From an optimization exercise on the open Yosys and OpenROAD flow, aimed at small area; shortcuts taken in it are not production practice. Function was checked by simulation only, so behaviour that the tests miss may differ from the original. Power and IR drop assume default switching activity.

==> design.v <==
module risc_v
(
 input   wire                        CLK,
 input   wire                        RST,
 output  wire     [31:0]             PC,
 input   wire     [31:0]             Instr,
 output  wire                        MemWrite,
 output  wire     [31:0]             DataAdr,
 output  wire     [31:0]             WriteData,
 input   wire     [31:0]             ReadData
);
 reg  [4:0] cnt;
 reg        ph;      
 reg        run;     
 always @(posedge CLK or negedge RST)
   if (!RST) begin
     cnt <= 5'd0;
     ph  <= 1'b0;
     run <= 1'b0;
   end else begin
     cnt <= cnt + 5'd1;
     if (cnt == 5'd31) begin
       if (run) ph <= ~ph;
       run <= 1'b1;
     end
   end
 wire c0  = (cnt == 5'd0);
 wire c2  = (cnt == 5'd2);
 wire c31 = (cnt == 5'd31);
 wire p1  = run & ~ph;
 wire p2  = run & ph;
 wire [6:0] op   = Instr[6:0];
 wire [2:0] f3   = Instr[14:12];
 wire isLd  = (op == 7'b0000011);
 wire isSt  = (op == 7'b0100011);
 wire isR   = (op == 7'b0110011);
 wire isI   = (op == 7'b0010011);
 wire isBr  = (op == 7'b1100011);
 wire isJal = (op == 7'b1101111);
 wire isAlu = isR | isI;
 wire fSlt  = (f3 == 3'b010);
 wire fOr   = (f3 == 3'b110);
 wire fAdd  = (f3 == 3'b000);
 wire sltu  = isAlu & fSlt;
 wire subop = isR & fAdd & Instr[30];
 wire doOr  = isAlu & fOr;
 wire doAnd = isAlu & ~(fAdd | fSlt | fOr);
 reg  [2:0] k;
 reg  [4:0] rdl;     
 wire wr   = k[2] | (k[1] & k[0]);
 wire jmp  = ~k[2] & k[1];
 wire st   = ~k[2] & ~k[1] & k[0];
 wire ld   = k[2] & ~k[1] & k[0];
 wire        swap = p1 ? isSt : (ph & st);
 wire [4:0]  adr2 = ph ? rdl : Instr[24:20];
 wire        wen  = swap | (p2 & wr);
 wire [31:0] rout;
 wire        wbit;
 reg  [31:0] wd;                        
 wire        wbus = run & (swap ? wd[0] : wbit);
 wire [3:0] wl;
 wire [7:0] wh;
 genvar g;
 generate
   for (g = 0; g < 4; g = g + 1) begin : dl
     assign wl[g] = ~run | (wen & (adr2[1:0] == g));
   end
   for (g = 0; g < 8; g = g + 1) begin : dh
     assign wh[g] = ~run | (adr2[4:2] == g);
   end
   for (g = 0; g < 31; g = g + 1) begin : rf
     reg  [31:0] x;
     wire we = wl[g % 4] & wh[g / 4];
     always @(posedge CLK)
       x <= {(we ? wbus : x[0]), x[31:1]};
     assign rout[g] = x[0];
   end
 endgenerate
 assign rout[31] = wd[0];
 wire a = rout[Instr[19:15]];
 wire b = rout[adr2];
 reg im;
 wire sb = isSt | isBr;
 always @(*) begin
   case (cnt)
     5'd0:  im = isSt ? Instr[7] : ((isBr | isJal) ? 1'b0 : Instr[20]);
     5'd1:  im = sb ? Instr[8]  : Instr[21];
     5'd2:  im = sb ? Instr[9]  : Instr[22];
     5'd3:  im = sb ? Instr[10] : Instr[23];
     5'd4:  im = sb ? Instr[11] : Instr[24];
     5'd5:  im = Instr[25];
     5'd6:  im = Instr[26];
     5'd7:  im = Instr[27];
     5'd8:  im = Instr[28];
     5'd9:  im = Instr[29];
     5'd10: im = Instr[30];
     5'd11: im = isBr ? Instr[7] : (isJal ? Instr[20] : Instr[31]);
     5'd12: im = isJal ? Instr[12] : Instr[31];
     5'd13: im = isJal ? Instr[13] : Instr[31];
     5'd14: im = isJal ? Instr[14] : Instr[31];
     5'd15: im = isJal ? Instr[15] : Instr[31];
     5'd16: im = isJal ? Instr[16] : Instr[31];
     5'd17: im = isJal ? Instr[17] : Instr[31];
     5'd18: im = isJal ? Instr[18] : Instr[31];
     5'd19: im = isJal ? Instr[19] : Instr[31];
     default: im = Instr[31];
   endcase
 end
 reg  [31:0] pc_r;
 reg  [31:0] da;
 reg         c;      
 reg         e;      
 wire opA  = a & ~(isBr | isJal);
 wire opB  = isR ? b : im;
 wire inv  = subop | sltu;
 wire opBx = opB ^ inv;
 wire cin  = c0 ? (inv & ~ph) : c;
 wire sum  = opA ^ opBx ^ cin;
 wire cout = (opA & opBx) | (opA & cin) | (opBx & cin);
 wire res  = doOr ? (opA | opB) : (doAnd ? (opA & opB) : sum);
 wire eqin   = (c0 | e) & ~(a ^ b);
 wire pa     = pc_r[0];
 wire addend = jmp ? da[0] : c2;
 wire psum   = pa ^ addend ^ cin;
 wire pcout  = (pa & addend) | (pa & cin) | (addend & cin);
 wire inc    = c2 | (e & ~c0);
 wire link   = pa ^ inc;
 wire ldcap  = ph & c0 & ld;
 always @(posedge CLK) begin
   c  <= ph ? pcout : cout;
   e  <= ph ? (pa & inc) : eqin;
   da <= {res, (ldcap ? ReadData[31:1] : da[31:1])};
   if (~p1)
     pc_r <= {(run & psum), pc_r[31:1]};
   if (p1 & c31) begin
     rdl <= isSt ? Instr[24:20] : Instr[11:7];
     if (isLd)       k <= 3'b101;
     else if (isSt)  k <= 3'b001;
     else if (isJal) k <= 3'b011;
     else if (isBr)  k <= eqin ? 3'b010 : 3'b000;
     else if (isAlu) k <= sltu ? (cout ? 3'b110 : 3'b111) : 3'b100;
     else            k <= 3'b000;
   end
 end
 assign wbit = ~k[2] ? link :
               k[1]  ? (k[0] & c0) :
               ((k[0] & c0) ? ReadData[0] : da[0]);
 wire we31 = p2 & wr & (rdl == 5'd31);
 always @(posedge CLK)
   wd <= {(~run ? 1'b0 : swap ? b : we31 ? wbit : wd[0]), wd[31:1]};
 assign PC        = pc_r;
 assign DataAdr   = da;
 assign WriteData = wd;
 assign MemWrite  = p2 & c0 & st;
endmodule
==> flow/run.sh <==
#!/bin/bash
# Own flow: the standard layout (standard.sh, synth_recipe.tcl) with
#  - an area-oriented ABC script for the combinational logic (the registers,
#    their names and cells are those of the standard synthesis),
#  - the smallest buffer on the ports,
#  - a clock tree of the buffers below, without dummy loads.
# make's full output goes to standard.log; ORFS keeps each step's log
# under orfs/logs.
set -euo pipefail
here=$(pwd)
rm -rf "$here/scripts"
cp -r "$FLOW_HOME/scripts" "$here/scripts"
cp "$here/flow/abc_area.script" "$here/scripts/abc_speed.script"
export SCRIPTS_DIR="$here/scripts"
export BUFFER_PORTS_ARGS="-buffer_cell sky130_fd_sc_hd__buf_1"
export CTS_ARGS="-sink_clustering_enable -repair_clock_nets -dont_use_dummy_load -buf_list sky130_fd_sc_hd__clkbuf_4 -sink_clustering_size 12 -sink_clustering_max_diameter 35"
bash standard.sh > standard.log 2>&1
==> flow/abc_area.script <==
strash
&get -n
&st
&deepsyn -T 60
&st
&synch2
&if -K 6
&mfs
&st
&dch -f
&put
amap
topo
==> standard.sh <==
#!/bin/bash
# synth_recipe.tcl (not shown) runs the flow's synth.tcl, then flattens the netlist and writes it again
# the make line also repeats each setting of config.mk as NAME=value (left out here)
make -C /OpenROAD-flow-scripts/flow DESIGN_CONFIG=/design/flow/config.mk WORK_HOME=/design/flow/orfs CLKGATE_MAP_FILE= SYNTH_SCRIPT=/design/flow/synth_recipe.tcl "${@:-finish}"
==> config.mk <==
export PLATFORM = sky130hd
export DESIGN_NAME = risc_v
export DESIGN_NICKNAME = risc_v
export VERILOG_FILES = /design/flow/design.v
export SDC_FILE = /design/flow/constraint.sdc
export NUM_CORES = 8
export LEC_CHECK = 0
export CAP_MARGIN = 20
export CORE_MARGIN = 2
export CORE_UTILIZATION = 60
export PLACE_DENSITY = 0.85
export SLEW_MARGIN = 20
==> constraint.sdc <==
create_clock -name core_clock -period 20.0 [get_ports {CLK}]
set_input_delay 4.0000 -clock core_clock [delete_from_list [all_inputs] [get_ports {CLK}]]
set_output_delay 4.0000 -clock core_clock [all_outputs]
set_load 0.01 [all_outputs]
==> impl_metrics.csv, run 1 <==
group,metric,value,unit
floorplan,die_w,207,µm
floorplan,std_cell_rows,74,
pwr,power.total,3.17,mW
cells_and_area,seqCellArea,22600,µm²
clocking,hold_buffers,0,
clocking,tritoncts,"built",
route,drt-total-wl,42.4,mm
cells_and_area,multi_input_area,2000,µm²
cells_and_area,fill_cells,2789,
pwr,p_leak,10.3,nW
clocking,htree_levels,3,
logic_synthesis,netlist_area,24800,µm²
route,remaining_drc_errors,0,
clocking,cts_setup_buffers,0,
logic_synthesis,synth-simple-area-share,0.0224,
timing,period_minus_slack,6870,ps
timing,relSlewSlack,0.427,
clocking,clkLatencyLatePin,840,ps
route,drt_iter0_markers,622,
place,place_congestion,0.892,
worst_setup_path,path_common_cell,"nor2_1",
worst_setup_path,start_kind,"input port",
global_routing,grt_start_max_net_pins,33,
job,drv_cap,0,
outcome,status,"complete, no violations",
logic_synthesis,postSynthAreaPerCell,16.5,µm²
worst_setup_path,slowest_delay,610,ps
clocking,cts_inserted_buffers,111,
logic_synthesis,synth_mux_area_frac,0,
clocking,clockBufferDepth,3,
global_routing,antenna_found_initial,7,
logic_synthesis,synth_top_family_by_area,"compound AO/OA/AOI/OAI gates",
place,dpl.hpwl,29.6,mm
place,port_buffers,162,
worst_setup_path,end_kind,"flop",
logic_synthesis,synthXorXnorAreaFrac,0,
floorplan,start_util,0.607,
logic_synthesis,synth_cells,1504,
logic_synthesis,synth_compound_area_frac,0.0529,
clocking,cts_root_buf,"clkbuf_4",
worst_setup_path,critPathMaxFanout,5,
logic_synthesis,synth_cell_types,41,
timing,fin_skew,128,ps
worst_setup_path,r2r_cells,14,
hold_path,hold_depth,0,
logic_synthesis,seq_area_frac_synth,0.910,
timing,worstMarginPinSlew,856,ps
timing,min_period_over_period,0.343,
timing,finalSetupTns,0,ps
cells_and_area,fin_nets,1856,
cells_and_area,area_growth,8.63,%
logic_synthesis,ys_ff_latch,1105,
hold_path,hold_path_class,"flop to flop",
worst_setup_path,cp.required,20540,ps
route,postRouteAntennaNets,0,
logic_synthesis,syn_nets,1579,
worst_setup_path,crit_type,"input port to flop",
logic_synthesis,yosys.area_share.adder,0.00515,
global_routing,grt-ovfl-total,0,
timing,slew_violations,0,
route,vias,11300,
floorplan,fp.coreArea,40800,µm²
route,wl_per_cell,18.3,µm
logic_synthesis,synthFlopType,"dfxtp_1",
worst_setup_path,path_cells,"buf_1 -> o22ai_1 -> clkinv_1 -> nor2_1 -> clkinv_1 -> o22ai_1 -> nor3_1 -> o311ai_1 -> nor2_1 -> nor2_1 -> a21oi_1 -> fa_1 -> a31oi_1 -> o21ai_0",
clocking,cts.sink_count,1105,
cells_and_area,drive_gt1_frac,0.0652,
worst_setup_path,critPathArrivalTime,7410,ps
timing,finalHoldViolCount,0,
global_routing,grt_pass1_wl,65.3,mm
global_routing,groute.usage.overall,0.200,
timing,setup_viol,0,
route,viasPerCell,4.89,
floorplan,io_pins,163,
logic_synthesis,synthArstFlopShare,0.00633,
clocking,clk_pin_slew,100,ps
global_routing,grt_pass1_vias,11700,
timing,rsz0062_at_grt,"false",
floorplan,dieArea,43000,µm²
pwr,p_per_area,118,nW/µm²
floorplan,die-height,207,µm
logic_synthesis,synth_edf_count,40,
route,drtPass1Iterations,6,
pwr,ir_drop,0.0000753,V
timing,timing.fmax,146,MHz
worst_setup_path,slowest_stage,"o311ai_1",
logic_synthesis,ys.warnings.count,1,
clocking,cts_resized,0,
worst paths after layout:
path | startpoint | to | slack [ps]
worst max-delay path | Instr[20] | k[0] | 13130
worst min-delay path | rf[30].x[21] | rf[30].x[20] | 250
worst max register to register | ph | k[0] | 15320
worst min register to register | rf[30].x[21] | rf[30].x[20] | 250
max in group asynchronous | RST | run | 16530
min in group asynchronous | RST | cnt[4] | 3110
layout make-up:
| type | instances | share of cell area |
|---|---|---|
| flip-flops and latches | 1105 | 0.838 |
| clock buffers | 111 | 0.0309 |
| multi-input cells | 337 | 0.0743 |
| well taps | 532 | 0.0247 |
| inverters | 61 | 0.00850 |
| repair buffers | 165 | 0.0234 |
| diodes | 4 | 0.000372 |
routing by layer:
layer | up-vias | routed length (µm) | GRT usage
li1 | 5489 | - | -
met3 | 109 | 2480 | 0.0555
met2 | 413 | 19900 | 0.327
met5 | - | 36 | 0
met4 | 6 | 1560 | 0.0916
met1 | 5314 | 18400 | 0.250
synthesized netlist by cell type, types with 4 or more instances:
master | instances | area, µm²
dfxtp_1 | 1058 | 21200
nor2_1 | 81 | 304
o21ai_0 | 68 | 340
clkinv_1 | 61 | 229
edfxtp_1 | 40 | 1200
o22a_1 | 36 | 315
a21oi_1 | 22 | 110
o22ai_1 | 22 | 138
nand2_1 | 18 | 67.6
nand3_1 | 11 | 55.1
a221oi_1 | 9 | 78.8
nor3_1 | 8 | 40.0
dfrtp_1 | 7 | 175
ha_1 | 7 | 87.6
o221ai_1 | 5 | 43.8
or2_0 | 5 | 31.3
a22oi_1 | 4 | 30.0
a31oi_1 | 4 | 25.0
nor2b_1 | 4 | 25.0
critical path: cells and delay by family:
family	cells	cell delay, ps
buffers and inverters	3	600
AND/OR/NAND/NOR	4	750
AO/OA/AOI/OAI	6	1560
adder cells (fa/ha/maj)	1	470
cells by family (layout without fill, tap and decap cells):
kind of cell,count (synthesis),in the layout
compound gates,196,196
fa+ha+maj,9,9
simple gates,132,132
flops,1105,1105
other cells,0,4
buf+inv,62,337
sequential cells by signal, indices dropped and copies added (netlist names):
register	flops
pc_r	32
c	1
wd	32
da	32
e	1
cnt	5
k	3
rf.x	992
rdl	5
ph	1
run	1
power breakdown:
part	internal (mW)	switching [mW]	total, mW
Clock	0.255	0.585	0.840
Sequential	2.23	0.0143	2.25
Combinational	0.0341	0.0425	0.0767
Total	2.52	0.642	3.17
placed cells by master (no fill, tap or decap), types with 5 or more instances in the layout:
cell type,instances
or2_0,5
buf_1,162
a21oi_1,22
o21ai_0,68
clkinv_1,61
o22ai_1,22
a221oi_1,9
clkbuf_4,111
nor3_1,7
nand2_1,17
nor2_1,81
o221ai_1,5
o22a_1,36
dfxtp_1,1058
edfxtp_1,40
dfrtp_1,7
nand3_1,11
ha_1,7
metrics by stage:
stage	util	cell area, µm²	hold WS, ps	setup slack (ps)	instances
final	0.659	26900	250	13130	2315
after global routing	0.659	26900	235	12910	2314
after CTS	0.659	26900	229	12960	2311
after detailed placement	0.639	26100	312	12030	2200
after global placement	0.639	26100	310	12040	2200
after floorplan	-	24800	310	13200	1504
==> run 2: changes to the inputs <==
==> flow/abc_area.script (replaced) <==
strash
&get -n
&st
&synch2
&if -K 6
&mfs
&st
&dch -f
&put
amap
topo
==> run 2 against run 1 <==
Effect of this change: still clean; cell count fell by 0.69%; first-iteration DRC count up 5.1%; register-to-register slack worse by 120 ps; setup slack got worse by 200 ps; global-route usage shrank 1.2 points; critical endpoint unchanged.
==> impl_metrics.csv, run 2 <==
group,metric,value,unit
route,drtPass1Iterations,6,
timing,min_period_over_period,0.353,
logic_synthesis,synth_common_cells,"1058 x dfxtp_1, 97 x nor2_1, 44 x a21oi_1, 44 x o22a_1, 40 x edfxtp_1",
global_routing,antenna_found_initial,4,
timing,setup_viol,0,
pwr,power.total,3.17,mW
logic_synthesis,yosys.area_share.adder,0.00516,
cells_and_area,final_cell_mix,"1058 x dfxtp_1, 162 x buf_1, 111 x clkbuf_4",
worst_setup_path,cp.required,20440,ps
cells_and_area,area_growth,8.67,%
route,drt_iter0_markers,654,
worst_setup_path,end_kind,"flop",
place,placed_cells,2183,
timing,setup_ws,12930,ps
cells_and_area,max_flop_register,"rf.x",
floorplan,dieArea,42900,µm²
logic_synthesis,synth_mux_area_frac,0,
clocking,clk_pin_slew,110,ps
timing,relSlewSlack,0.389,
route,postRouteAntennaNets,0,
logic_synthesis,synth_cell_types,39,
clocking,tritoncts,"built",
logic_synthesis,synth_edf_count,40,
timing,period_minus_slack,7070,ps
clocking,cts_setup_buffers,0,
worst_setup_path,start_kind,"input port",
global_routing,grt_pass1_wl,62.0,mm
timing,finalSetupTns,0,ps
cells_and_area,instances_no_fill,2299,
timing,rsz0062_at_grt,"false",
timing,finalHoldViolCount,0,
logic_synthesis,synth-simple-area-share,0.0256,
global_routing,grt_pass1_vias,11400,
clocking,cts.sink_count,1105,
clocking,clockBufferDepth,3,
place,dp_slack,12330,ps
floorplan,io_pins,163,
logic_synthesis,synthArstFlopShare,0.00633,
floorplan,die_w,207,µm
clocking,hold_buffers,0,
timing,worstMarginPinSlew,916,ps
logic_synthesis,synthXorXnorAreaFrac,0,
global_routing,grt_start_max_net_pins,33,
logic_synthesis,yosysTopAreaCellShare,0.856,
cells_and_area,fin_nets,1839,
clocking,cts_resized,0,
worst_setup_path,critPathMaxFanout,11,
timing,slew_violations,0,
logic_synthesis,synth_compound_area_frac,0.0521,
floorplan,start_util,0.607,
logic_synthesis,synth.most_common_cell,"dfxtp_1",
pwr,ir_drop,0.0000756,V
route,wl_per_cell,17.5,µm
global_routing,grt-ovfl-total,0,
route,drt-total-wl,40.2,mm
global_routing,groute.usage.overall,0.188,
job,drv_cap,0,
place,place_congestion,0.925,
logic_synthesis,seq_area_frac_synth,0.911,
logic_synthesis,synthFlopType,"dfxtp_1",
cells_and_area,largest_reg_flops,992,
clocking,cts_inserted_buffers,111,
cells_and_area,final_common_cell,"dfxtp_1",
floorplan,fp.coreArea,40700,µm²
hold_path,hold_path_class,"flop to flop",
route,vias,11200,
logic_synthesis,postSynthAreaPerCell,16.6,µm²
logic_synthesis,synth_top_area_cell,"dfxtp_1",
timing,timing.fmax,141,MHz
worst_setup_path,critPathArrivalTime,7510,ps
logic_synthesis,synth_top_family_by_area,"compound AO/OA/AOI/OAI gates",
place,dpl.hpwl,27.5,mm
pwr,p_per_area,118,nW/µm²
logic_synthesis,synth_cells,1487,
floorplan,std_cell_rows,74,
clocking,cts_root_buf,"clkbuf_4",
outcome,status,"complete, no violations",
cells_and_area,drive_gt1_frac,0.0653,
timing,fin_skew,111,ps
logic_synthesis,syn_nets,1562,
logic_synthesis,netlist_area,24700,µm²
pwr,p_leak,10.3,nW
cells_and_area,fill_cells,2705,
clocking,htree_levels,3,
route,viasPerCell,4.88,
place,port_buffers,162,
logic_synthesis,ys_ff_latch,1105,
logic_synthesis,ys_top_cells_by_area,"dfxtp_1 86%, edfxtp_1 4.9%, o22a_1 1.6%",
floorplan,die-height,207,µm
route,remaining_drc_errors,0,
worst_setup_path,crit_type,"input port to flop",
clocking,clkLatencyLatePin,820,ps
logic_synthesis,ys.warnings.count,1,
[run 2: changes by cell type in the layout (fill, tap and decap cells not counted), moves of 3 or more]
cell,change
o22a_1,+8
o21ai_0,-58
a22oi_1,+8
clkinv_1,-25
a22o_1,-3
a31oi_1,+5
or2_0,-3
o221ai_1,+6
a21oi_1,+22
nor2_1,+16
a2111oi_0,+3
nand2_1,+14
nand3_1,-7
[run 2: layout make-up]
class,count,area [µm²],share of cell area
multi-input combinational,345,2060,0.0766
antenna,5,12.5,0.000465
clock buffer,111,833,0.0310
tap,532,666,0.0247
sequential,1105,22600,0.839
timing repair buffer,165,631,0.0234
inverter,36,135,0.00502
[run 2: logic make-up after synthesis]
logic type | Yosys count
buffers and inverters | 37
flip-flops | 1105
AO/OA/AOI/OAI | 182
AND/OR/NAND/NOR | 154
adder cells (fa/ha/maj) | 9
[run 2: path summary, 6_finish.rpt]
path / startpoint / endpoint / slack, ps / depth (start not counted)
setup / recovery: Instr[5] / k[0] / 12930 / 16
hold / removal: rf[3].x[18] / rf[3].x[17] / 230 / 0
setup reg to reg: ph / k[0] / 15200 / 12
hold reg to reg: rf[3].x[18] / rf[3].x[17] / 230 / 0
max in group asynchronous: RST / cnt[2] / 16390 / 1
min in group asynchronous: RST / cnt[4] / 3180 / 1
[run 2: worst max-delay path, cell delays in order]
cell and delay (ps):
buf_1 100, clkinv_1 80, nor2_1 200, nand2_1 100, nor2_1 110, buf_4 190, clkinv_1 250, nand2_1 180
o21ai_0 90, a2111oi_0 530, o41ai_1 170, o32ai_1 550, a21oi_1 180, fa_1 470, a31oi_1 180, o21ai_0 120
[run 2: metal layers]
layer,part of all wire,wire length (µm),global-route usage
met3,0.061,2440,0.0449
met2,0.46,18500,0.300
met4,0.039,1580,0.0975
met1,0.44,17700,0.240
met5,0,0,0
[run 2: power breakdown]
group | total [mW] | switching (mW) | internal [mW]
Combinational | 0.0849 | 0.0462 | 0.0387
Sequential | 2.25 | 0.0165 | 2.24
Clock | 0.835 | 0.581 | 0.255
[run 2: through the flow]
stage	utilization	cell area, µm²	hold slack [ps]
CTS	0.660	26900	225
floorplan	-	24700	310
finish	0.660	26900	230
global placement	0.639	26000	310
global route	0.660	26900	230
detailed placement	0.639	26000	312
==> run 3: changes to the inputs <==
--- a/flow/run.sh
+++ b/flow/run.sh
@@ -13,5 +13,5 @@
 cp "$here/flow/abc_area.script" "$here/scripts/abc_speed.script"
 export SCRIPTS_DIR="$here/scripts"
 export BUFFER_PORTS_ARGS="-buffer_cell sky130_fd_sc_hd__buf_1"
-export CTS_ARGS="-sink_clustering_enable -repair_clock_nets -dont_use_dummy_load -buf_list sky130_fd_sc_hd__clkbuf_4 -sink_clustering_size 12 -sink_clustering_max_diameter 35"
+export CTS_ARGS="-sink_clustering_enable -repair_clock_nets -dont_use_dummy_load -buf_list sky130_fd_sc_hd__clkbuf_8 -sink_clustering_size 22 -sink_clustering_max_diameter 45"
 bash standard.sh > standard.log 2>&1
==> run 3 against run 2 <==
Effect of this change: non-clock buffer count unchanged; largest cell class unchanged; die area stayed put; area after synthesis unchanged; clock power increased by 8.1%.
==> impl_metrics.csv, run 3 <==
group,metric,value,unit
outcome,status,"complete, no violations",
route,dr_wl_met3,2.28,mm
timing,period_minus_slack,7210,ps
timing,relSlewSlack,0.428,
hold_path,hp-start,"rf[18].x[21]",
logic_synthesis,ys.warnings.count,1,
floorplan,std_cell_rows,74,
logic_synthesis,synthFlopType,"dfxtp_1",
logic_synthesis,syn_nets,1562,
worst_setup_path,critPathArrivalTime,7510,ps
logic_synthesis,synth_edf_count,40,
global_routing,grt_pass1_wl,63.1,mm
place,port_buffers,162,
hold_path,hold_depth,0,
route,drtPass1Iterations,5,
clocking,cts_resized,0,
worst_setup_path,r2r_cells,12,
timing,min_period_over_period,0.360,
logic_synthesis,synth_top_area_cell,"dfxtp_1",
cells_and_area,fin_util,0.663,
timing,finalHoldViolCount,0,
clocking,cts_root_buf,"clkbuf_8",
logic_synthesis,ys_ff_latch,1105,
pwr,p_per_area,120,nW/µm²
cells_and_area,fill_cells,2589,
timing,setup_ws,12790,ps
logic_synthesis,yosysTopAreaCellShare,0.856,
worst_setup_path,start_kind,"input port",
route,postRouteAntennaNets,0,
cells_and_area,final_area,27000,µm²
clocking,htree_levels,3,
floorplan,io_pins,163,
cells_and_area,largest_reg_flops,992,
place,placed_area,26000,µm²
route,viasPerCell,4.84,
floorplan,start_util,0.607,
global_routing,grt-ovfl-total,0,
cells_and_area,area_growth,9.11,%
place,place_congestion,0.925,
pwr,p_leak,10.3,nW
worst_setup_path,rr_startpoint,"ph",
route,wl_met1,18.2,mm
place,dpl.hpwl,27.5,mm
floorplan,dieArea,42900,µm²
logic_synthesis,synthArstFlopShare,0.00633,
clocking,hold_buffers,0,
logic_synthesis,netlist_area,24700,µm²
clocking,clk_pin_slew,120,ps
logic_synthesis,synth.most_common_cell,"dfxtp_1",
timing,timing.fmax,139,MHz
worst_setup_path,r2r-end,"k[0]",
route,vias,10900,
timing,rsz0062_at_grt,"false",
route,wl_met2,18.9,mm
logic_synthesis,synth_cells,1487,
clocking,tritoncts,"built",
logic_synthesis,ys_top_cells_by_area,"dfxtp_1 86%, edfxtp_1 4.9%, o22a_1 1.6%",
route,drt-total-wl,41.2,mm
cells_and_area,max_flop_register,"rf.x",
pwr,ir_drop,0.0000979,V
hold_path,hold_path_class,"flop to flop",
route,remaining_drc_errors,0,
floorplan,fp.coreArea,40700,µm²
job,drv_cap,0,
worst_setup_path,critPathMaxFanout,11,
global_routing,groute.usage.overall,0.192,
hold_path,whs_endpoint,"rf[18].x[20]",
timing,worstMarginPinSlew,857,ps
cells_and_area,fin_nets,1797,
worst_setup_path,cp.required,20300,ps
logic_synthesis,seq_area_frac_synth,0.911,
clocking,cts.sink_count,1105,
logic_synthesis,synth_common_cells,"1058 x dfxtp_1, 97 x nor2_1, 44 x a21oi_1, 44 x o22a_1, 40 x edfxtp_1",
worst_setup_path,end_kind,"flop",
worst_setup_path,r2r_slack,15230,ps
route,drt_iter0_markers,635,
timing,slew_violations,0,
global_routing,antenna_found_initial,1,
cells_and_area,final_common_cell,"dfxtp_1",
timing,setup_viol,0,
cells_and_area,drive_gt1_frac,0.0424,
place,dp_slack,12330,ps
clocking,clkLatencyLatePin,650,ps
clocking,clockBufferDepth,3,
floorplan,die_w,207,µm
cells_and_area,final_cell_mix,"1058 x dfxtp_1, 162 x buf_1, 97 x nor2_1",
route,wl_per_cell,18.3,µm
logic_synthesis,synth_cell_types,39,
route,top_layer,"met4",
logic_synthesis,postSynthAreaPerCell,16.6,µm²
timing,fin_skew,93.5,ps
worst_setup_path,crit_type,"input port to flop",
timing,finalSetupTns,0,ps
floorplan,die-height,207,µm
clocking,cts_inserted_buffers,69,
clocking,cts_setup_buffers,0,
global_routing,grt_start_max_net_pins,33,
global_routing,grt_pass1_vias,11100,
## run 3: cell counts after synthesis
No cell type changed its count.
## run 3: layout make-up
class	count	area, µm²	area share
Sequential cell	1105	22600	0.835
Multi-Input combinational cell	345	2060	0.0763
Clock buffer	69	950	0.0352
Tap cell	532	666	0.0247
Timing Repair Buffer	165	631	0.0234
Inverter	36	135	0.00500
Antenna cell	2	5.00	0.000185
## run 3: where the power goes
part	total [mW]	internal, mW	switching [mW]	leakage (nW)
registers	2.25	2.24	0.0165	8.92
clock network	0.903	0.313	0.591	0.496
logic	0.0850	0.0386	0.0464	0.863
## run 3: routing by layer
metal | global-route usage | up-vias
met5 | 0 | -
met4 | 0.0911 | 0
met3 | 0.0406 | 94
met2 | 0.313 | 350
met1 | 0.248 | 5126
li1 | - | 5334
## run 3: worst max-delay path, cell delays in order
cell	delay, ps
buf_1	100
clkinv_1	80
nor2_1	200
nand2_1	100
nor2_1	120
buf_4	200
clkinv_1	250
nand2_1	190
o21ai_0	100
a2111oi_0	520
o41ai_1	170
o32ai_1	550
a21oi_1	180
fa_1	480
a31oi_1	170
o21ai_0	110
## run 3: kinds of logic after synthesis
logic type / after synthesis / synth area share
fa+ha+maj: 9 / 0.00516
simple gates: 154 / 0.0256
compound gates: 182 / 0.0521
buf+inv: 37 / 0.00576
flops: 1105 / 0.911
## run 3: through the flow
step | hold WS, ps | power, mW | instances
floorplan | 310 | 2.35 | 1487
global placement | 310 | 2.39 | 2183
detailed placement | 312 | 2.39 | 2183
CTS | 255 | 3.27 | 2252
global route | 251 | 3.34 | 2253
finish | 254 | 3.24 | 2254
## run 3: how the worst max path moves through the flow
stage	to	startpoint
floorplan	rf[0].x[31]	Instr[1]
global placement	k[0]	Instr[5]
detailed placement	k[0]	Instr[5]
CTS	k[0]	Instr[5]
global route	k[0]	Instr[5]
finish	k[0]	Instr[5]
==> run 4: changes to the inputs <==
--- a/flow/run.sh
+++ b/flow/run.sh
@@ -13,5 +13,5 @@
 cp "$here/flow/abc_area.script" "$here/scripts/abc_speed.script"
 export SCRIPTS_DIR="$here/scripts"
 export BUFFER_PORTS_ARGS="-buffer_cell sky130_fd_sc_hd__buf_1"
-export CTS_ARGS="-sink_clustering_enable -repair_clock_nets -dont_use_dummy_load -buf_list sky130_fd_sc_hd__clkbuf_8 -sink_clustering_size 22 -sink_clustering_max_diameter 45"
+export CTS_ARGS="-sink_clustering_enable -repair_clock_nets -dont_use_dummy_load -buf_list sky130_fd_sc_hd__clkbuf_16 -sink_clustering_size 34 -sink_clustering_max_diameter 55"
 bash standard.sh > standard.log 2>&1
==> run 4 against run 3 <==
Effect of this change: via count up 0.74%; critical path depth did not move; wire length grew 4.6%; cell count down 1.1%; combinational power up 0.9%; sequential share of layout area decreased by 0.54 points; register-to-register slack better by 30 ps; critical path type unchanged; critical endpoint unchanged; largest cell class unchanged.
==> impl_metrics.csv, run 4 <==
group,metric,value,unit
clocking,clk_pin_slew,110,ps
logic_synthesis,yosys.area_share.adder,0.00516,
timing,finalHoldViolCount,0,
logic_synthesis,synthArstFlopShare,0.00633,
floorplan,dieArea,42900,µm²
clocking,hold_buffers,0,
logic_synthesis,ys.warnings.count,1,
logic_synthesis,synth-simple-area-share,0.0256,
logic_synthesis,synth_compound_area_frac,0.0521,
pwr,p_leak,10.3,nW
logic_synthesis,synthFlopType,"dfxtp_1",
cells_and_area,max_flop_register,"rf.x",
logic_synthesis,synth_mux_area_frac,0,
floorplan,fp.coreArea,40700,µm²
clocking,cts_setup_buffers,0,
cells_and_area,drive_gt1_frac,0.0289,
place,dp_slack,12330,ps
clocking,cts_resized,0,
cells_and_area,seqCellArea,22600,µm²
timing,setup_viol,0,
global_routing,antenna_found_initial,4,
worst_setup_path,critPathArrivalTime,7570,ps
cells_and_area,final_common_cell,"dfxtp_1",
cells_and_area,fill_cells,2626,
pwr,power.total,3.34,mW
floorplan,std_cell_rows,74,
pwr,p_per_area,123,nW/µm²
route,viasPerCell,4.93,
worst_setup_path,critPathMaxFanout,11,
timing,setup_ws,12700,ps
cells_and_area,multi_input_area,2060,µm²
cells_and_area,fin_util,0.667,
logic_synthesis,ys_top_cells_by_area,"dfxtp_1 86%, edfxtp_1 4.9%, o22a_1 1.6%",
logic_synthesis,synth_top_family_by_area,"compound AO/OA/AOI/OAI gates",
route,drt_iter0_markers,707,
timing,rsz0062_at_grt,"false",
hold_path,hold_depth,0,
hold_path,hp-start,"rf[27].x[27]",
global_routing,groute.usage.overall,0.200,
logic_synthesis,syn_nets,1562,
logic_synthesis,postSynthAreaPerCell,16.6,µm²
logic_synthesis,synth_cell_types,39,
route,remaining_drc_errors,0,
logic_synthesis,netlist_area,24700,µm²
outcome,status,"complete, no violations",
global_routing,grt_pass1_wl,65.4,mm
clocking,tritoncts,"built",
place,dpl.hpwl,27.5,mm
worst_setup_path,rr_startpoint,"ph",
route,drt-total-wl,43.1,mm
logic_synthesis,ys_ff_latch,1105,
worst_setup_path,r2r-end,"k[0]",
timing,relSlewSlack,0.410,
route,vias,11000,
cells_and_area,fin_nets,1773,
timing,worstMarginPinSlew,880,ps
route,drtPass1Iterations,6,
worst_setup_path,end_kind,"flop",
route,postRouteAntennaNets,0,
pwr,ir_drop,0.000103,V
timing,period_minus_slack,7300,ps
clocking,cts_root_buf,"clkbuf_16",
logic_synthesis,yosysTopAreaCellShare,0.856,
job,drv_cap,0,
timing,finalSetupTns,0,ps
logic_synthesis,seq_area_frac_synth,0.911,
worst_setup_path,worst_path_dominant_cell_family,"compound AO/OA/AOI/OAI gates",
hold_path,whs_endpoint,"rf[27].x[26]",
global_routing,grt_pass1_vias,11200,
worst_setup_path,path_cells,"buf_1 -> clkinv_1 -> nor2_1 -> nand2_1 -> nor2_1 -> buf_4 -> clkinv_1 -> nand2_1 -> o21ai_0 -> a2111oi_0 -> o41ai_1 -> o32ai_1 -> a21oi_1 -> fa_1 -> a31oi_1 -> o21ai_0",
timing,timing.fmax,137,MHz
floorplan,die-height,207,µm
logic_synthesis,synthXorXnorAreaFrac,0,
cells_and_area,final_cell_mix,"1058 x dfxtp_1, 162 x buf_1, 97 x nor2_1",
clocking,htree_levels,2,
cells_and_area,area_growth,9.82,%
floorplan,start_util,0.607,
logic_synthesis,synth_top_area_cell,"dfxtp_1",
timing,slew_violations,0,
worst_setup_path,r2r_cells,12,
worst_setup_path,slowest_delay,550,ps
place,port_buffers,162,
logic_synthesis,synth_cells,1487,
logic_synthesis,synth.most_common_cell,"dfxtp_1",
worst_setup_path,crit_type,"input port to flop",
worst_setup_path,crit_buf_inv,4,
global_routing,grt_start_max_net_pins,35,
clocking,clockBufferDepth,3,
clocking,cts.sink_count,1105,
timing,min_period_over_period,0.365,
logic_synthesis,synth_edf_count,40,
cells_and_area,largest_reg_flops,992,
clocking,cts_inserted_buffers,45,
timing,fin_skew,85.5,ps
worst_setup_path,start_kind,"input port",
clocking,clkLatencyLatePin,610,ps
floorplan,io_pins,163,
worst_setup_path,cp.required,20260,ps
hold_path,hold_path_class,"flop to flop",
route,wl_per_cell,19.3,µm
timing,whs,252,ps
worst_setup_path,slowest_stage,"o32ai_1",
logic_synthesis,synth_common_cells,"1058 x dfxtp_1, 97 x nor2_1, 44 x a21oi_1, 44 x o22a_1, 40 x edfxtp_1",
worst_setup_path,r2r_slack,15260,ps
floorplan,die_w,207,µm
place,place_congestion,0.925,
global_routing,grt-ovfl-total,0,
## run 4: cell types whose count changed in the layout (fill, tap and decap cells not counted)
| cell | change |
|---|---|
| clkbuf_16 | +45 |
| clkbuf_8 | -69 |
## run 4: per-stage QoR
| step | cells | instance area, µm² |
|---|---|---|
| after global routing | 2230 | 27200 |
| after CTS | 2228 | 27200 |
| after detailed placement | 2183 | 26000 |
| after floorplan | 1487 | 24700 |
| after global placement | 2183 | 26000 |
| final | 2230 | 27200 |
## run 4: layer usage
| metal | part of all wire | track usage | vias to the layer above |
|---|---|---|---|
| li1 | - | - | 5300 |
| met1 | 0.43 | 0.254 | 5239 |
| met2 | 0.48 | 0.338 | 364 |
| met3 | 0.056 | 0.0396 | 80 |
| met4 | 0.037 | 0.0830 | 2 |
| met5 | 0.00026 | 0 | - |
## run 4: layout make-up
type / count / area share
Antenna cell: 2 / 0.000184
Clock buffer: 45 / 0.0414
Inverter: 36 / 0.00497
Multi-Input combinational cell: 345 / 0.0758
Sequential cell: 1105 / 0.830
Tap cell: 532 / 0.0245
Timing Repair Buffer: 165 / 0.0232
## run 4: report_power, final
part           leakage (nW)  switching [mW]  total, mW  internal, mW
clock network         0.555           0.597       1.00         0.406
registers              8.92          0.0174       2.25          2.24
logic                 0.863          0.0471     0.0858        0.0387
## run 4: worst max path at each step
| stage | start | endpoint | cells after the start |
|---|---|---|---|
| global placement | Instr[5] | k[0] | 16 |
| floorplan | Instr[1] | rf[0].x[31] | 9 |
| global route | Instr[5] | k[0] | 16 |
| detailed placement | Instr[5] | k[0] | 16 |
| CTS | Instr[5] | k[0] | 16 |
| finish | Instr[5] | k[0] | 16 |
## run 4: cell families after synthesis
kind of cell / Yosys count
compound gates: 182
fa+ha+maj: 9
buf+inv: 37
flops: 1105
simple gates: 154
## run 4: worst reg2reg max path, cell delays in order (launching register included)
cell and delay (ps):
dfrtp_1 660, clkinv_1 420, o22ai_1 780, clkinv_1 460
a22oi_1 270, o22ai_1 100, o22ai_1 510, o32ai_1 270
nor2_1 150, a21oi_1 70, fa_1 470, a31oi_1 170
o21ai_0 120
==> run 5: changes to the inputs <==
--- a/flow/run.sh
+++ b/flow/run.sh
@@ -13,5 +13,5 @@
 cp "$here/flow/abc_area.script" "$here/scripts/abc_speed.script"
 export SCRIPTS_DIR="$here/scripts"
 export BUFFER_PORTS_ARGS="-buffer_cell sky130_fd_sc_hd__buf_1"
-export CTS_ARGS="-sink_clustering_enable -repair_clock_nets -dont_use_dummy_load -buf_list sky130_fd_sc_hd__clkbuf_16 -sink_clustering_size 34 -sink_clustering_max_diameter 55"
+export CTS_ARGS="-sink_clustering_enable -repair_clock_nets -dont_use_dummy_load -buf_list sky130_fd_sc_hd__clkbuf_8 -sink_clustering_size 20 -sink_clustering_max_diameter 40"
 bash standard.sh > standard.log 2>&1
==> run 5 against run 4 <==
Effect of this change: still clean; design area increased by 0.32%; global-route usage fell by 0.70 points; clock skew grew 19 ps; flip-flop and latch count is the same; via count up 0.98%; area after synthesis is the same; register-to-register slack better by 70 ps; fmax is 2.0% higher; synthesized cell count unchanged; combinational power down 1%; sequential power barely moved; critical path type unchanged.
==> impl_metrics.csv, run 5 <==
group,metric,value,unit
outcome,status,"complete, no violations",
worst_setup_path,start_kind,"input port",
logic_synthesis,seq_area_frac_synth,0.911,
pwr,ir_drop,0.0000856,V
pwr,p_per_area,122,nW/µm²
clocking,clockBufferDepth,3,
logic_synthesis,synth_cell_types,39,
logic_synthesis,synth_mux_area_frac,0,
clocking,cts_inserted_buffers,88,
clocking,cts_resized,0,
timing,slew_violations,0,
logic_synthesis,syn_nets,1562,
timing,rsz0062_at_grt,"false",
timing,fin_skew,105,ps
floorplan,std_cell_rows,74,
clocking,tritoncts,"built",
logic_synthesis,synth_edf_count,40,
logic_synthesis,synthArstFlopShare,0.00633,
worst_setup_path,r2r_slack,15330,ps
hold_path,whs_endpoint,"rf[0].x[30]",
global_routing,grt_pass1_wl,63.6,mm
logic_synthesis,synth_top_family_by_area,"compound AO/OA/AOI/OAI gates",
cells_and_area,area_growth,10.2,%
floorplan,start_util,0.607,
worst_setup_path,r2r_cells,12,
worst_setup_path,crit_type,"input port to flop",
timing,finalHoldViolCount,0,
timing,finalSetupTns,0,ps
route,drtPass1Iterations,7,
worst_setup_path,critPathMaxFanout,11,
route,drt-total-wl,41.5,mm
clocking,htree_levels,3,
route,drt_iter0_markers,649,
clocking,clk_pin_slew,110,ps
clocking,hold_buffers,0,
logic_synthesis,synth_compound_area_frac,0.0521,
worst_setup_path,critPathArrivalTime,7460,ps
global_routing,groute.usage.overall,0.193,
hold_path,hold_depth,0,
timing,timing.fmax,140,MHz
logic_synthesis,synth_top_area_cell,"dfxtp_1",
clocking,cts_setup_buffers,0,
floorplan,die_w,207,µm
logic_synthesis,synth_cells,1487,
floorplan,dieArea,42900,µm²
route,vias,11100,
global_routing,antenna_found_initial,4,
global_routing,grt_start_max_net_pins,33,
logic_synthesis,postSynthAreaPerCell,16.6,µm²
cells_and_area,fin_nets,1816,
route,wl_per_cell,18.3,µm
global_routing,grt_pass1_vias,11400,
timing,worstMarginPinSlew,904,ps
floorplan,io_pins,163,
cells_and_area,largest_reg_flops,992,
logic_synthesis,synth-simple-area-share,0.0256,
clocking,clkLatencyLatePin,670,ps
worst_setup_path,cp.required,20290,ps
route,postRouteAntennaNets,0,
logic_synthesis,synthFlopType,"dfxtp_1",
clocking,cts.sink_count,1105,
cells_and_area,final_common_cell,"dfxtp_1",
logic_synthesis,netlist_area,24700,µm²
hold_path,hp-start,"rf[0].x[31]",
place,place_congestion,0.925,
worst_setup_path,end_kind,"flop",
pwr,p_leak,10.4,nW
timing,relSlewSlack,0.397,
logic_synthesis,synth_common_cells,"1058 x dfxtp_1, 97 x nor2_1, 44 x a21oi_1, 44 x o22a_1, 40 x edfxtp_1",
route,viasPerCell,4.88,
cells_and_area,max_flop_register,"rf.x",
logic_synthesis,yosys.area_share.adder,0.00516,
timing,period_minus_slack,7160,ps
cells_and_area,final_cell_mix,"1058 x dfxtp_1, 162 x buf_1, 97 x nor2_1",
logic_synthesis,yosysTopAreaCellShare,0.856,
timing,min_period_over_period,0.358,
worst_setup_path,r2r-end,"k[0]",
logic_synthesis,ys_top_cells_by_area,"dfxtp_1 86%, edfxtp_1 4.9%, o22a_1 1.6%",
cells_and_area,drive_gt1_frac,0.0529,
route,wl_met2,19.1,mm
logic_synthesis,ys_ff_latch,1105,
route,remaining_drc_errors,0,
logic_synthesis,synth.most_common_cell,"dfxtp_1",
floorplan,die-height,207,µm
logic_synthesis,ys.warnings.count,1,
pwr,power.total,3.34,mW
place,dpl.hpwl,27.5,mm
cells_and_area,fill_cells,2575,
clocking,cts_root_buf,"clkbuf_8",
global_routing,grt-ovfl-total,0,
route,dr_wl_met3,2.42,mm
logic_synthesis,synthXorXnorAreaFrac,0,
route,wl_met1,18.1,mm
place,port_buffers,162,
hold_path,hold_path_class,"flop to flop",
route,top_layer,"met4",
worst_setup_path,rr_startpoint,"ph",
floorplan,fp.coreArea,40700,µm²
timing,setup_viol,0,
job,drv_cap,0,
## run 5: kinds of logic (layout without fill, tap and decap cells)
kind of cell	after synthesis	count (layout)
flip-flops	1105	1105
AO/OA/AOI/OAI	182	182
AND/OR/NAND/NOR	154	154
buffers and inverters	37	289
adder cells (fa/ha/maj)	9	9
other	0	3
## run 5: cell type report
cell class	instances	area [µm²]	share of cell area
sequential	1105	22600	0.827
multi-input combinational	345	2060	0.0756
clock buffer	88	1210	0.0444
tap	532	666	0.0244
timing repair buffer	165	631	0.0231
inverter	36	135	0.00496
antenna	3	7.51	0.000275
## run 5: per-layer routing
layer  vias up  track usage
li1       5374            -
met1      5205        0.248
met2       401        0.312
met3       113       0.0435
met4         0       0.0956
met5         -            0
## run 5: power breakdown
group          total, mW  switching [mW]  leakage, nW  internal [mW]
logic             0.0848          0.0462        0.863         0.0386
clock network      0.999           0.606        0.633          0.393
registers           2.25          0.0164         8.92           2.24
## run 5: metrics by stage
stage	instance area [µm²]	hold WS, ps	setup WS, ps	util	cells
final	27300	225	12840	0.669	2274
after global routing	27300	210	12220	0.669	2273
after CTS	27300	220	12900	0.669	2271
after detailed placement	26000	312	12330	0.639	2183
after global placement	26000	310	12290	0.639	2183
after floorplan	24700	310	12590	-	1487
## run 5: how the worst max path moves through the flow
stage             start           to  slack, ps  depth (start not counted)
2_1_floorplan  Instr[1]  rf[0].x[31]      12590                          9
3_3_place_gp   Instr[5]         k[0]      12290                         16
3_5_place_dp   Instr[5]         k[0]      12330                         16
4_1_cts        Instr[5]         k[0]      12900                         16
5_1_grt        Instr[5]         k[0]      12220                         16
6_report       Instr[5]         k[0]      12840                         16
## run 5: worst max-delay path, cell delays in order
cell	delay (ps)
buf_1	100
clkinv_1	80
nor2_1	200
nand2_1	90
nor2_1	110
buf_4	190
clkinv_1	250
nand2_1	180
o21ai_0	100
a2111oi_0	500
o41ai_1	170
o32ai_1	540
a21oi_1	180
fa_1	470
a31oi_1	170
o21ai_0	110
==> run 6: changes to the inputs <==
--- a/flow/run.sh
+++ b/flow/run.sh
@@ -13,5 +13,5 @@
 cp "$here/flow/abc_area.script" "$here/scripts/abc_speed.script"
 export SCRIPTS_DIR="$here/scripts"
 export BUFFER_PORTS_ARGS="-buffer_cell sky130_fd_sc_hd__buf_1"
-export CTS_ARGS="-sink_clustering_enable -repair_clock_nets -dont_use_dummy_load -buf_list sky130_fd_sc_hd__clkbuf_8 -sink_clustering_size 20 -sink_clustering_max_diameter 40"
+export CTS_ARGS="-sink_clustering_enable -repair_clock_nets -dont_use_dummy_load -buf_list {sky130_fd_sc_hd__clkbuf_4 sky130_fd_sc_hd__clkbuf_8} -sink_clustering_buffer sky130_fd_sc_hd__clkbuf_4 -sink_clustering_size 12 -sink_clustering_max_diameter 35"
 bash standard.sh > standard.log 2>&1
==> run 6 against run 5 <==
Effect of this change: die area is the same; sequential share of layout area is 0.99 points higher; power down 4.1%.
==> impl_metrics.csv, run 6 <==
group,metric,value,unit
outcome,status,"complete, no violations",
logic_synthesis,ys_top_cells_by_area,"dfxtp_1 86%, edfxtp_1 4.9%, o22a_1 1.6%",
timing,finalSetupTns,0,ps
floorplan,die_w,207,µm
clocking,hold_buffers,0,
cells_and_area,fin_util,0.661,
route,postRouteAntennaNets,0,
clocking,cts_resized,0,
logic_synthesis,synth_edf_count,40,
floorplan,dieArea,42900,µm²
timing,period_minus_slack,7200,ps
logic_synthesis,synth_cells,1487,
logic_synthesis,postSynthAreaPerCell,16.6,µm²
worst_setup_path,end_kind,"flop",
global_routing,grt-ovfl-total,0,
logic_synthesis,syn_nets,1562,
timing,min_period_over_period,0.360,
worst_setup_path,path_cells,"buf_1 -> clkinv_1 -> nor2_1 -> nand2_1 -> nor2_1 -> buf_4 -> clkinv_1 -> nand2_1 -> o21ai_0 -> a2111oi_0 -> o41ai_1 -> o32ai_1 -> a21oi_1 -> fa_1 -> a31oi_1 -> o21ai_0",
cells_and_area,fin_nets,1839,
route,drt-total-wl,40.4,mm
logic_synthesis,synth.most_common_cell,"dfxtp_1",
worst_setup_path,crit_type,"input port to flop",
worst_setup_path,start_kind,"input port",
place,dp_slack,12330,ps
worst_setup_path,r2r_slack,15260,ps
global_routing,grt_pass1_vias,11500,
clocking,clockBufferDepth,3,
hold_path,hold_path_class,"flop to flop",
place,placed_area,26000,µm²
floorplan,fp.coreArea,40700,µm²
clocking,clk_pin_slew,110,ps
timing,whs,243,ps
pwr,ir_drop,0.0000757,V
timing,setup_viol,0,
logic_synthesis,ys_ff_latch,1105,
floorplan,std_cell_rows,74,
clocking,clkLatencyLatePin,670,ps
route,viasPerCell,4.87,
clocking,htree_levels,3,
cells_and_area,largest_reg_flops,992,
clocking,cts.sink_count,1105,
place,dpl.hpwl,27.5,mm
worst_setup_path,r2r_cells,12,
pwr,p_leak,10.3,nW
floorplan,io_pins,163,
cells_and_area,final_cell_mix,"1058 x dfxtp_1, 162 x buf_1, 102 x clkbuf_4",
timing,rsz0062_at_grt,"false",
timing,setup_ws,12800,ps
cells_and_area,area_growth,8.88,%
cells_and_area,max_flop_register,"rf.x",
logic_synthesis,synth_common_cells,"1058 x dfxtp_1, 97 x nor2_1, 44 x a21oi_1, 44 x o22a_1, 40 x edfxtp_1",
logic_synthesis,synth_top_area_cell,"dfxtp_1",
worst_setup_path,rr_startpoint,"ph",
timing,timing.fmax,139,MHz
worst_setup_path,critPathLaunch,"Instr[5]",
global_routing,groute.usage.overall,0.189,
pwr,p_per_area,119,nW/µm²
cells_and_area,final_area,26900,µm²
cells_and_area,final_common_cell,"dfxtp_1",
pwr,power.total,3.20,mW
timing,worstMarginPinSlew,885,ps
worst_setup_path,slowest_stage,"o32ai_1",
global_routing,antenna_found_initial,3,
global_routing,grt_start_max_net_pins,33,
route,drt_iter0_markers,684,
logic_synthesis,netlist_area,24700,µm²
place,place_congestion,0.925,
worst_setup_path,r2r-end,"k[0]",
place,placed_cells,2183,
clocking,cts_inserted_buffers,111,
timing,finalHoldViolCount,0,
worst_setup_path,critPathMaxFanout,11,
cells_and_area,instances_no_fill,2297,
timing,relSlewSlack,0.410,
logic_synthesis,ys.warnings.count,1,
route,drtPass1Iterations,6,
worst_setup_path,cp.required,20300,ps
route,vias,11200,
floorplan,die-height,207,µm
logic_synthesis,synth_cell_types,39,
clocking,tritoncts,"built",
route,remaining_drc_errors,0,
floorplan,start_util,0.607,
global_routing,grt_pass1_wl,62.6,mm
logic_synthesis,synthArstFlopShare,0.00633,
clocking,cts_setup_buffers,0,
timing,slew_violations,0,
worst_setup_path,critPathArrivalTime,7500,ps
clocking,cts_root_buf,"clkbuf_8",
worst_setup_path,critPathCapture,"k[0]",
logic_synthesis,synthFlopType,"dfxtp_1",
place,port_buffers,162,
worst_setup_path,slowest_delay,550,ps
route,wl_per_cell,17.6,µm
logic_synthesis,seq_area_frac_synth,0.911,
logic_synthesis,yosysTopAreaCellShare,0.856,
cells_and_area,drive_gt1_frac,0.0653,
job,drv_cap,0,
timing,fin_skew,91.4,ps
-- run 6: routing by layer --
metal	part of all wire	vias up	track usage	wire length, µm
met5	0	-	0	0
met4	0.039	0	0.0948	1570
met3	0.056	88	0.0459	2260
met2	0.46	377	0.304	18800
met1	0.44	5254	0.242	17800
li1	-	5472	-	-
-- run 6: cells by family after synthesis --
family                   count (synthesis)  synth area share
buffers and inverters                   37           0.00576
AO/OA/AOI/OAI                          182            0.0521
AND/OR/NAND/NOR                        154            0.0256
adder cells (fa/ha/maj)                  9           0.00516
flip-flops                            1105             0.911
-- run 6: worst min path at each step --
stage	start	depth (start not counted)	endpoint
after floorplan	rf[0].x[1]	0	rf[0].x[0]
after global routing	rf[29].x[1]	0	rf[29].x[0]
after detailed placement	rf[17].x[26]	0	rf[17].x[25]
after CTS	rf[3].x[18]	0	rf[3].x[17]
final	rf[3].x[18]	0	rf[3].x[17]
after global placement	rf[10].x[1]	0	rf[10].x[0]
-- run 6: critical path: cells and delay by family --
kind | cells | cell delay (ps)
AOI/OAI and AO/OA | 7 | 1810
adders and majority gates | 1 | 470
buffers and inverters | 4 | 630
and+or+nand+nor | 4 | 600
-- run 6: power by group --
group	internal [mW]	switching (mW)
Sequential	2.24	0.0163
Clock	0.278	0.584
Combinational	0.0387	0.0462
Total	2.55	0.647
-- run 6: cell type report --
class	instances	area (µm²)
inverters	36	135
repair buffers	165	631
fillers	2689	13800
multi-input cells	345	2060
diodes	3	7.51
well taps	532	666
flip-flops and latches	1105	22600
clock buffers	111	890
==> run 7: changes to the inputs <==
--- a/flow/run.sh
+++ b/flow/run.sh
@@ -13,5 +13,5 @@
 cp "$here/flow/abc_area.script" "$here/scripts/abc_speed.script"
 export SCRIPTS_DIR="$here/scripts"
 export BUFFER_PORTS_ARGS="-buffer_cell sky130_fd_sc_hd__buf_1"
-export CTS_ARGS="-sink_clustering_enable -repair_clock_nets -dont_use_dummy_load -buf_list {sky130_fd_sc_hd__clkbuf_4 sky130_fd_sc_hd__clkbuf_8} -sink_clustering_buffer sky130_fd_sc_hd__clkbuf_4 -sink_clustering_size 12 -sink_clustering_max_diameter 35"
+export CTS_ARGS="-sink_clustering_enable -repair_clock_nets -dont_use_dummy_load -buf_list sky130_fd_sc_hd__clkbuf_4 -sink_clustering_size 12 -sink_clustering_max_diameter 30"
 bash standard.sh > standard.log 2>&1
--- a/config.mk
+++ b/config.mk
@@ -8,5 +8,5 @@
 export CAP_MARGIN = 20
 export CORE_MARGIN = 2
 export CORE_UTILIZATION = 60
-export PLACE_DENSITY = 0.85
+export PLACE_DENSITY = 0.9
 export SLEW_MARGIN = 20
==> run 7 against run 6 <==
Effect of this change: register-to-register slack better by 220 ps; sequential power is essentially flat; fmax fell by 1.0%; power grew 1.3%; count of clock-buffer cells in the layout grew 20; clock power grew 4.6%; still clean on timing, DRC and antenna.
==> impl_metrics.csv, run 7 <==
group,metric,value,unit
route,wl_per_cell,18.4,µm
cells_and_area,max_flop_register,"rf.x",
logic_synthesis,yosysTopAreaCellShare,0.856,
global_routing,grt_start_max_net_pins,33,
route,drt-total-wl,42.8,mm
floorplan,die_w,207,µm
route,drt_iter0_markers,637,
cells_and_area,area_growth,9.29,%
logic_synthesis,synthArstFlopShare,0.00633,
timing,setup_viol,0,
clocking,htree_levels,4,
pwr,p_per_area,120,nW/µm²
outcome,status,"complete, no violations",
cells_and_area,final_cell_mix,"1058 x dfxtp_1, 162 x buf_1, 131 x clkbuf_4",
route,viasPerCell,4.89,
global_routing,grt-ovfl-total,0,
cells_and_area,fin_nets,1860,
timing,period_minus_slack,7270,ps
timing,fin_skew,123,ps
clocking,cts_resized,0,
timing,slew_violations,0,
logic_synthesis,ys_ff_latch,1105,
pwr,p_leak,10.4,nW
cells_and_area,drive_gt1_frac,0.0763,
worst_setup_path,rr_startpoint,"ph",
worst_setup_path,critPathLaunch,"cnt[3]",
place,dpl.hpwl,29.3,mm
cells_and_area,fin_util,0.664,
global_routing,grt_pass1_wl,65.1,mm
worst_setup_path,cp.required,16000,ps
clocking,clk_pin_slew,110,ps
floorplan,die-height,207,µm
logic_synthesis,synth.most_common_cell,"dfxtp_1",
place,placed_area,26100,µm²
worst_setup_path,r2r_slack,15480,ps
timing,worstMarginPinSlew,867,ps
hold_path,hp-start,"rf[0].x[17]",
timing,min_period_over_period,0.364,
global_routing,grt-busiest-layer,"met2",
global_routing,use_met2,0.334,
timing,relSlewSlack,0.422,
cells_and_area,final_area,27000,µm²
timing,whs,241,ps
global_routing,met1_usage,0.251,
worst_setup_path,start_kind,"flop",
clocking,cts_root_buf,"clkbuf_4",
floorplan,std_cell_rows,74,
cells_and_area,final_common_cell,"dfxtp_1",
place,port_buffers,162,
logic_synthesis,postSynthAreaPerCell,16.6,µm²
timing,finalSetupTns,0,ps
logic_synthesis,synth_common_cells,"1058 x dfxtp_1, 97 x nor2_1, 44 x a21oi_1, 44 x o22a_1, 40 x edfxtp_1",
floorplan,io_pins,163,
route,remaining_drc_errors,0,
floorplan,fp.coreArea,40700,µm²
logic_synthesis,synth_cells,1487,
clocking,hold_buffers,0,
route,vias,11300,
clocking,cts_setup_buffers,0,
clocking,tritoncts,"built",
cells_and_area,fill_cells,2736,
global_routing,met3_usage,0.0561,
logic_synthesis,netlist_area,24700,µm²
worst_setup_path,crit_type,"flop to output pin",
place,dp_slack,12190,ps
job,drv_cap,0,
global_routing,groute.usage.overall,0.202,
worst_setup_path,critPathMaxFanout,6,
timing,finalHoldViolCount,0,
worst_setup_path,r2r-end,"k[0]",
logic_synthesis,syn_nets,1562,
timing,rsz0062_at_grt,"false",
place,place_congestion,0.920,
floorplan,start_util,0.607,
logic_synthesis,ys.warnings.count,1,
logic_synthesis,synth_cell_types,39,
floorplan,dieArea,42900,µm²
hold_path,hold_path_class,"flop to flop",
logic_synthesis,synthFlopType,"dfxtp_1",
global_routing,grt_pass1_vias,11700,
clocking,clockBufferDepth,3,
logic_synthesis,synth_top_area_cell,"dfxtp_1",
worst_setup_path,critPathCapture,"MemWrite",
worst_setup_path,end_kind,"output pin",
route,drtPass1Iterations,6,
logic_synthesis,synth_edf_count,40,
global_routing,antenna_found_initial,6,
worst_setup_path,critPathArrivalTime,3270,ps
clocking,cts_inserted_buffers,131,
route,postRouteAntennaNets,0,
logic_synthesis,seq_area_frac_synth,0.911,
timing,timing.fmax,137,MHz
clocking,clkLatencyLatePin,870,ps
logic_synthesis,ys_top_cells_by_area,"dfxtp_1 86%, edfxtp_1 4.9%, o22a_1 1.6%",
timing,setup_ws,12730,ps
worst_setup_path,r2r_cells,12,
clocking,cts.sink_count,1105,
pwr,ir_drop,0.0000708,V
cells_and_area,largest_reg_flops,992,
run 7: area by class of cell:
type	count	area, µm²	share of cell area
tap	532	666	0.0246
clock buffer	131	983	0.0364
timing repair buffer	166	642	0.0237
inverter	36	135	0.00500
sequential	1105	22600	0.834
multi-input combinational	345	2050	0.0759
antenna	5	12.5	0.000463
run 7: worst max-delay path, cell delays in order (launching register included):
cell,delay (ps)
dfrtp_1,450
nor2_1,270
clkinv_1,260
nor2_1,470
clkinv_1,290
nor3_1,490
buf_1,210
run 7: cell families after synthesis:
group | share of synthesized area
AO/OA/AOI/OAI | 0.0521
flip-flops | 0.911
AND/OR/NAND/NOR | 0.0256
adder cells (fa/ha/maj) | 0.00516
buffers and inverters | 0.00576
run 7: routing by layer:
layer  part of all wire  vias up
li1                   -     5512
met1               0.43     5294
met2               0.48      434
met3              0.064       97
met4              0.030        2
met5            0.00030        -
run 7: power by group:
group | internal [mW] | switching [mW] | total [mW]
clock network | 0.303 | 0.599 | 0.902
logic | 0.0387 | 0.0468 | 0.0855
registers | 2.24 | 0.0170 | 2.25
run 7: how the worst min path moves through the flow:
stage	to	slack (ps)	cells past startpoint
after floorplan	rf[0].x[0]	310	0
after global placement	rf[21].x[6]	310	0
after detailed placement	rf[20].x[18]	310	0
after CTS	rf[29].x[5]	250	0
after global routing	rf[29].x[5]	240	0
final	rf[0].x[16]	240	0
run 7: through the flow:
stage / power [mW] / cells
final: 3.24 / 2320
after CTS: 3.28 / 2315
after detailed placement: 2.39 / 2184
after global placement: 2.38 / 2183
after global routing: 3.37 / 2318
after floorplan: 2.35 / 1487
==> run 8: changes to the inputs <==
--- a/flow/run.sh
+++ b/flow/run.sh
@@ -13,5 +13,5 @@
 cp "$here/flow/abc_area.script" "$here/scripts/abc_speed.script"
 export SCRIPTS_DIR="$here/scripts"
 export BUFFER_PORTS_ARGS="-buffer_cell sky130_fd_sc_hd__buf_1"
-export CTS_ARGS="-sink_clustering_enable -repair_clock_nets -dont_use_dummy_load -buf_list sky130_fd_sc_hd__clkbuf_4 -sink_clustering_size 12 -sink_clustering_max_diameter 30"
+export CTS_ARGS="-sink_clustering_enable -repair_clock_nets -dont_use_dummy_load -buf_list sky130_fd_sc_hd__clkbuf_4 -sink_clustering_size 13 -sink_clustering_max_diameter 35"
 bash standard.sh > standard.log 2>&1
--- a/config.mk
+++ b/config.mk
@@ -8,5 +8,5 @@
 export CAP_MARGIN = 20
 export CORE_MARGIN = 2
 export CORE_UTILIZATION = 60
-export PLACE_DENSITY = 0.9
+export PLACE_DENSITY = 0.85
 export SLEW_MARGIN = 20
==> run 8 against run 7 <==
Effect of this change: still clean; critical path depth rose by 10; cell count fell by 1.0%; wire length fell by 5.8%; utilization fell by 0.43 points; clock power fell by 8.4%; die area did not move; global-route usage fell by 1.4 points; critical endpoint is now k[0]; highest routed layer is now met4.
==> impl_metrics.csv, run 8 <==
group,metric,value,unit
global_routing,groute.usage.overall,0.188,
pwr,p_leak,10.3,nW
floorplan,dieArea,42900,µm²
worst_setup_path,r2r_cells,12,
timing,worstMarginPinSlew,917,ps
logic_synthesis,synth_cell_types,39,
clocking,cts.sink_count,1105,
cells_and_area,final_common_cell,"dfxtp_1",
worst_setup_path,worst_path_dominant_cell_family,"compound AO/OA/AOI/OAI gates",
global_routing,grt_pass1_vias,11500,
cells_and_area,fill_cells,2697,
clocking,clkLatencyLatePin,820,ps
cells_and_area,final_area,26900,µm²
timing,finalSetupTns,0,ps
cells_and_area,drive_gt1_frac,0.0637,
clocking,hold_buffers,0,
global_routing,grt_pass1_wl,62.2,mm
floorplan,std_cell_rows,74,
logic_synthesis,yosysTopAreaCellShare,0.856,
cells_and_area,max_flop_register,"rf.x",
clocking,cts_root_buf,"clkbuf_4",
place,port_buffers,162,
timing,setup_viol,0,
route,wl_per_cell,17.5,µm
timing,period_minus_slack,7070,ps
timing,slew_violations,0,
pwr,ir_drop,0.0000799,V
worst_setup_path,cp_num_cells,16,
place,dpl.hpwl,27.5,mm
worst_setup_path,end_kind,"flop",
worst_setup_path,critPathMaxFanout,11,
cells_and_area,fin_util,0.660,
logic_synthesis,synthFlopType,"dfxtp_1",
cells_and_area,area_growth,8.58,%
clocking,cts_inserted_buffers,108,
place,dp_slack,12330,ps
worst_setup_path,start_kind,"input port",
timing,relSlewSlack,0.388,
logic_synthesis,netlist_area,24700,µm²
cells_and_area,instances_no_fill,2296,
cells_and_area,fin_nets,1836,
route,remaining_drc_errors,0,
worst_setup_path,crit_buf_inv,4,
logic_synthesis,ys.warnings.count,1,
floorplan,start_util,0.607,
timing,setup_ws,12930,ps
route,drtPass1Iterations,5,
clocking,cts_setup_buffers,0,
clocking,cts_resized,0,
clocking,tritoncts,"built",
floorplan,die-height,207,µm
hold_path,hold_depth,0,
cells_and_area,final_cell_mix,"1058 x dfxtp_1, 162 x buf_1, 108 x clkbuf_4",
worst_setup_path,cp.required,20410,ps
logic_synthesis,synthArstFlopShare,0.00633,
timing,timing.fmax,141,MHz
route,vias,11200,
logic_synthesis,ys_top_cells_by_area,"dfxtp_1 86%, edfxtp_1 4.9%, o22a_1 1.6%",
timing,rsz0062_at_grt,"false",
logic_synthesis,synth_top_area_cell,"dfxtp_1",
route,drt_iter0_markers,647,
outcome,status,"complete, no violations",
job,drv_cap,0,
logic_synthesis,syn_nets,1562,
logic_synthesis,postSynthAreaPerCell,16.6,µm²
timing,whs,198,ps
place,place_congestion,0.925,
worst_setup_path,slowest_delay,550,ps
logic_synthesis,synth_edf_count,40,
timing,finalHoldViolCount,0,
floorplan,io_pins,163,
clocking,clk_pin_slew,110,ps
place,placed_cells,2183,
global_routing,grt_start_max_net_pins,33,
pwr,p_per_area,118,nW/µm²
route,drt-total-wl,40.3,mm
route,postRouteAntennaNets,0,
pwr,power.total,3.16,mW
worst_setup_path,crit_type,"input port to flop",
floorplan,fp.coreArea,40700,µm²
timing,min_period_over_period,0.354,
floorplan,die_w,207,µm
logic_synthesis,synth_common_cells,"1058 x dfxtp_1, 97 x nor2_1, 44 x a21oi_1, 44 x o22a_1, 40 x edfxtp_1",
timing,fin_skew,141,ps
logic_synthesis,ys_ff_latch,1105,
route,viasPerCell,4.89,
logic_synthesis,synth.most_common_cell,"dfxtp_1",
global_routing,grt-ovfl-total,0,
logic_synthesis,seq_area_frac_synth,0.911,
clocking,htree_levels,3,
worst_setup_path,slowest_stage,"o32ai_1",
logic_synthesis,synth_cells,1487,
cells_and_area,largest_reg_flops,992,
clocking,clockBufferDepth,3,
global_routing,antenna_found_initial,5,
worst_setup_path,critPathArrivalTime,7480,ps
place,placed_area,26000,µm²
hold_path,hold_path_class,"flop to flop",
worst_setup_path,path_cells,"buf_1 -> clkinv_1 -> nor2_1 -> nand2_1 -> nor2_1 -> buf_4 -> clkinv_1 -> nand2_1 -> o21ai_0 -> a2111oi_0 -> o41ai_1 -> o32ai_1 -> a21oi_1 -> fa_1 -> a31oi_1 -> o21ai_0",
==> run 8: cell count changes in the layout (fill, tap and decap cells not counted), sizes merged <==
| cell | change |
|---|---|
| buf | -1 |
| clkbuf | -23 |
==> run 8: worst paths after layout <==
check                                  from  slack (ps)     endpoint
worst min-delay path            rf[29].x[1]         200  rf[29].x[0]
max in group asynchronous               RST       16360           ph
min in group asynchronous               RST        3200       cnt[0]
worst min register to register  rf[29].x[1]         200  rf[29].x[0]
worst max register to register           ph       15250         k[0]
worst max-delay path               Instr[5]       12930         k[0]
==> run 8: cell type report <==
| cell class | instances | area, µm² | share of cell area |
|---|---|---|---|
| flip-flops and latches | 1105 | 22600 | 0.839 |
| multi-input cells | 345 | 2060 | 0.0767 |
| clock buffers | 108 | 811 | 0.0302 |
| well taps | 532 | 666 | 0.0248 |
| repair buffers | 165 | 631 | 0.0235 |
| inverters | 36 | 135 | 0.00503 |
| diodes | 5 | 12.5 | 0.000466 |
==> run 8: where the power goes <==
group,internal [mW],total (mW),switching [mW]
Clock,0.248,0.826,0.578
Sequential,2.24,2.25,0.0164
Combinational,0.0386,0.0848,0.0462
==> run 8: worst reg2reg max path: cells and delay by family, from the launching register on <==
kind	cells	cell delay [ps]
AND/OR/NAND/NOR	1	140
flip-flops	1	660
adder cells (fa/ha/maj)	1	470
AO/OA/AOI/OAI	8	2270
buffers and inverters	2	910
==> run 8: cell families (layout without fill, tap and decap cells) <==
| family | after synthesis | in the layout | share of synthesized area |
|---|---|---|---|
| AND/OR/NAND/NOR | 154 | 154 | 0.0256 |
| AO/OA/AOI/OAI | 182 | 182 | 0.0521 |
| flip-flops | 1105 | 1105 | 0.911 |
| other | 0 | 5 | 0 |
| buffers and inverters | 37 | 309 | 0.00576 |
| adder cells (fa/ha/maj) | 9 | 9 | 0.00516 |
==> run 8: routing by layer <==
metal	share of wire	GRT usage	wire, µm	vias to the layer above
met5	0	0	0	-
met4	0.043	0.0970	1710	0
met3	0.062	0.0437	2510	105
met2	0.46	0.301	18400	384
met1	0.44	0.241	17600	5278
li1	-	-	-	5470

==> re-timing with driven ports <==
In the flow no input, the clock included, has a driving cell. The finished layouts below were timed again as built, in two steps.
Step 1 assumes that a clkbuf_16 drives the clock port and a buf_2 every other input.
Step 2, shift: input delay + t, output delay - t, t = (earliest + latest rising clock arrival at the registers) / 2. This alone moves slack from input paths to output paths.
a / b / c = ideal / step 1 / step 2; a / b = the first two.
| run | t, ns | setup slack, ns | slew at the worst register clock pin (ns) | cell pins on the clock port's net |
|---|---|---|---|---|
| run 1 | 0.829 | 13.133 / 13.133 / 12.305 | 0.12 / 0.12 | 1 |
| run 2 | 0.816 | 12.932 / 12.949 / 12.133 | 0.12 / 0.12 | 1 |
| run 3 | 0.647 | 12.794 / 12.808 / 12.161 | 0.12 / 0.12 | 1 |
| run 4 | 0.619 | 12.697 / 12.708 / 12.089 | 0.12 / 0.12 | 1 |
| run 5 | 0.664 | 12.838 / 12.854 / 12.190 | 0.12 / 0.12 | 1 |
| run 6 | 0.668 | 12.801 / 12.818 / 12.149 | 0.12 / 0.12 | 1 |
| run 7 | 0.859 | 12.725 / 12.675 / 12.032 | 0.11 / 0.11 | 1 |
| run 8 | 0.802 | 12.927 / 12.945 / 12.142 | 0.12 / 0.12 | 1 |
After both steps every run listed still meets setup and hold. For run 1, which loses most, drivers alone change the setup slack by 0.000 ns; drivers and shift together by -0.828 ns.
